This is an optimization exercise on Yosys and OpenROAD, whose aim is small area, a short achievable clock period and few clock cycles per item, not a production implementation.
In this exercise RTL edits were held to simulation tests only and were not proved equivalent to the original.

## pt100_temp
module pt100_temp (
    input  wire        clk,
    input  wire        rst,
    input  wire        in_valid,
    output wire        in_ready,
    input  wire [11:0] yk,
    output wire        out_valid,
    output wire [27:0] temp,
    output wire [27:0] temp_filt,
    output wire        alarm
    );
make LEC_CHECK=0 ABC_AREA=1 CAP_MARGIN=60 CORE_MARGIN=2 CORE_UTILIZATION=60 PLACE_DENSITY=0.75 SLEW_MARGIN=60 finish   # period 24.0 ns
run.sh (not shown) runs the stock make flow with config.mk's settings and CLKGATE_MAP_FILE= SYNTH_SCRIPT=/design/flow/synth_recipe.tcl, a recipe that flattens the netlist after the stock synthesis.
Testbench counts at the start, summed over its fixed seeds: cycles 20,678, samples 960.
==> next run, changes <==
==> flow/flow/run.sh (new file) <==
#!/bin/bash
# The standard layout (standard.sh), with the input and output port
# buffers made of sky130_fd_sc_hd__buf_2 instead of the default cell.
set -euo pipefail
export BUFFER_PORTS_ARGS="-buffer_cell sky130_fd_sc_hd__buf_2"
bash standard.sh > standard_flow.log 2>&1
==> flow/standard.sh (new file) <==
#!/bin/bash
# synth_recipe.tcl (not shown) runs the flow's synth.tcl, then flattens the netlist and writes it again
# the make line also repeats each setting of config.mk as NAME=value (left out here)
make -C /OpenROAD-flow-scripts/flow DESIGN_CONFIG=/design/flow/config.mk WORK_HOME=/design/flow/orfs CLKGATE_MAP_FILE= SYNTH_SCRIPT=/design/flow/synth_recipe.tcl "${@:-finish}"
removed: flow/run.sh
Effect: The new run passed the timing, DRC and antenna checks. Clock-buffer cell count is higher by 10. Setup slack is better by 0.36 ns. Routed wire length went down by about 1.1%. Via count hardly moves. Maximum frequency came out higher by about 6%. Cell area shrinks by about 0.6%. Synthesized cell count is unchanged.

Another version of the RTL of pt100_temp (not shown whole).
Size: ~3600 cells after synthesis, roughly 74 I/O pins, roughly 29000 um^2 of cells after synthesis.
// pt100_temp
module pt100_temp (
    input  wire        clk,
    input  wire        rst,
    input  wire        in_valid,
    output wire        in_ready,
    input  wire [11:0] yk,
    output wire        out_valid,
    output wire [27:0] temp,
    output wire [27:0] temp_filt,
    output wire        alarm
    );
clock: 24.0 ns
lec_check: 0
abc_area: 1
cap_margin: 60
core_margin: 2
core_utilization: 60
gpl_timing_driven: 1
place_density: 0.75
slew_margin: 60
standard.sh (not shown) runs the stock make flow with config.mk's settings and CLKGATE_MAP_FILE= SYNTH_SCRIPT=/design/flow/synth_recipe.tcl, a recipe that flattens the netlist after the stock synthesis.
==> flow/flow/run.sh <==
#!/bin/bash
# The standard layout (standard.sh), with the input and output port
# buffers made of sky130_fd_sc_hd__buf_2 instead of the default cell, and
# timing repair asked to leave 17.8 ns of setup slack (a 6.2 ns target) on
# the design's own 24 ns clock and constraints.
set -euo pipefail
export BUFFER_PORTS_ARGS="-buffer_cell sky130_fd_sc_hd__buf_2"
export SETUP_SLACK_MARGIN=17.8
bash standard.sh > standard_flow.log 2>&1
The baseline went through all stages and came out clean.
Testbench counts at the start, summed over its fixed seeds: cycles 18,901, samples 960.
Change:
CORE_UTILIZATION = 70   (was 60)
GPL_TIMING_DRIVEN = unset   (was 1)
PLACE_DENSITY = 0.82   (was 0.75)
Core utilization rises by 11 points.
Fmax is about the same.
Worst setup slack degrades by 9.4 ps.
Via count came out higher by 4.2%.
Global-route usage climbs by 6.7 points.
Count of clock-buffer cells in the layout fell by 3.
Wire length climbs by 2.7%.
Non-clock buffer count falls by 5.
Critical path depth is unchanged.
Area after synthesis stays the same.
Change:
CORE_UTILIZATION = 60   (was 70)
CTS_BUF_LIST = sky130_fd_sc_hd__clkbuf_8   (was unset)
PLACE_DENSITY = 0.75   (was 0.82)
Outcome:
- count of clock-buffer cells in the layout rose by 22
- core utilization went down by 11 points
- worst setup slack degrades by 28 ps
- cell area goes up by 0.78%
- synthesized area stays the same
- global-route usage shrinks by 6.4 points
- maximum frequency went down by 0.45%
- via count shrinks by about 3.2%
Change:
CORE_UTILIZATION = 66   (was 60)
CTS_BUF_LIST = unset   (was sky130_fd_sc_hd__clkbuf_8)
PLACE_DENSITY = 0.8   (was 0.75)
The changed run finished with timing, DRC and antenna clean.
Final area decreases by about 0.4%.
Synthesized area stays the same.
Non-clock buffer count shrinks by 9.
Cell count is lower by 2.1%.
Clock-buffer cell count decreases by 25.
Worst setup slack gains 12 ps.
Utilization climbs by 6.6 points.
Die area decreases by 8.9%.
Routed wire length falls by 0.57%.
Change:
CAP_MARGIN = 20   (was 60)
CORE_UTILIZATION = 60   (was 66)
PLACE_DENSITY = 0.75   (was 0.8)
SLEW_MARGIN = 20   (was 60)
The new run completed without violations.
Utilization fell by 6.7 points.
Worst setup slack gains 9.7 ps.
Global-route usage fell by 3.8 points.
Die area rose by roughly a tenth.
Count of clock-buffer cells in the layout rose by 2.
Sequential share of layout area fell by 0.10 points.
Via count fell slightly.
Maximum frequency is about the same.

Setup of JK:
pt100_temp, a different RTL version from the one above (not shown whole).
Size in the first run: about 4200 cells after synthesis, roughly 74 I/O pins, about 28000 um^2 of cells after synthesis.
Settings: LEC_CHECK=0, ABC_AREA=1, CAP_MARGIN=20, CORE_MARGIN=2, CORE_UTILIZATION=60, PLACE_DENSITY=0.75, SLEW_MARGIN=20; clock period 24.0 ns.
run.sh (not shown) runs the stock make flow with config.mk's settings and CLKGATE_MAP_FILE= SYNTH_SCRIPT=/design/flow/synth_recipe.tcl, a recipe that flattens the netlist after the stock synthesis.
Stock flow here: none of the scripts above is used.
JK reached the final stage; the timing, DRC and antenna checks on its layout passed.
Testbench counts of JK, summed over its fixed seeds: cycles 28,206, samples 960.
Relative to JK, the following input files were edited for MS:
-- flow/config.mk --
<<< JK, line 7
export LEC_CHECK = 0
export ABC_AREA = 1
export CAP_MARGIN = 20
export CORE_MARGIN = 2
export CORE_UTILIZATION = 60
export PLACE_DENSITY = 0.75
export SLEW_MARGIN = 20
>>> MS, line 7
export LEC_CHECK = 0
export CAP_MARGIN = 20
export CORE_MARGIN = 2
export CORE_UTILIZATION = 40
export PLACE_DENSITY = 0.6
export SLEW_MARGIN = 20
--- outcome ---
MS reports its master of the slowest instance on the critical path as sky130_fd_sc_hd__nor3_1 while JK reports sky130_fd_sc_hd__o21ai_0. JK → MS: part of the cycle the worst path needs grew by 1.7 points, total detailed-routing wirelength decreased by about 6.4% relative to the old numbers. Higher routed via count divided by cell count was reported by JK, not MS. MS: arrival time at the worst endpoint is 0.47 ns higher than what JK reported. MS ended up with a higher combined area of the multi-input logic cells than JK did. Min core utilization across JK and MS: MS. Summary — area fraction in compound gates after synthesis, MS relative to JK: higher, by 6.9 points.

==> afterwards: timing with drivers on the ports <==
No port has a modelled driver above. Below, the same layouts with a new extraction and two added sets of constraints.
Step 1 assumes that a clkbuf_16 drives the clock port and a buf_2 every other input.
Step 2 times the ports against the registers' clock, not the clock port: input delays grow and output delays shrink by t, the midpoint of the rising clock arrivals with the driver on.
a / b / c = no drivers / after step 1 / after step 2; a / b = the first two.
run | t, ns | setup WS [ns] | worst setup path after step 2 | pins driven straight from the clock port
the first run of note 1 | 0.677 | 17.549 / 17.487 / 18.156 | input to register | 1
the second run of note 1 | 0.672 | 17.908 / 17.843 / 18.310 | register to register | 1
the first run of note 2 | 0.659 | 17.839 / 17.781 / 18.217 | register to register | 1
the second run of note 2 | 0.658 | 17.830 / 17.766 / 17.917 | register to register | 1
the third run of note 2 | 0.728 | 17.802 / 17.744 / 18.193 | register to register | 1
the fourth run of note 2 | 0.653 | 17.814 / 17.754 / 18.060 | register to register | 1
the fifth run of note 2 | 0.665 | 17.823 / 17.760 / 18.118 | register to register | 1
JK | 0.641 | 16.786 / 16.784 / 16.786 | register to register | 1
MS | 0.627 | 16.389 / 16.389 / 16.389 | register to register | 1
After both steps every run listed still meets setup and hold.
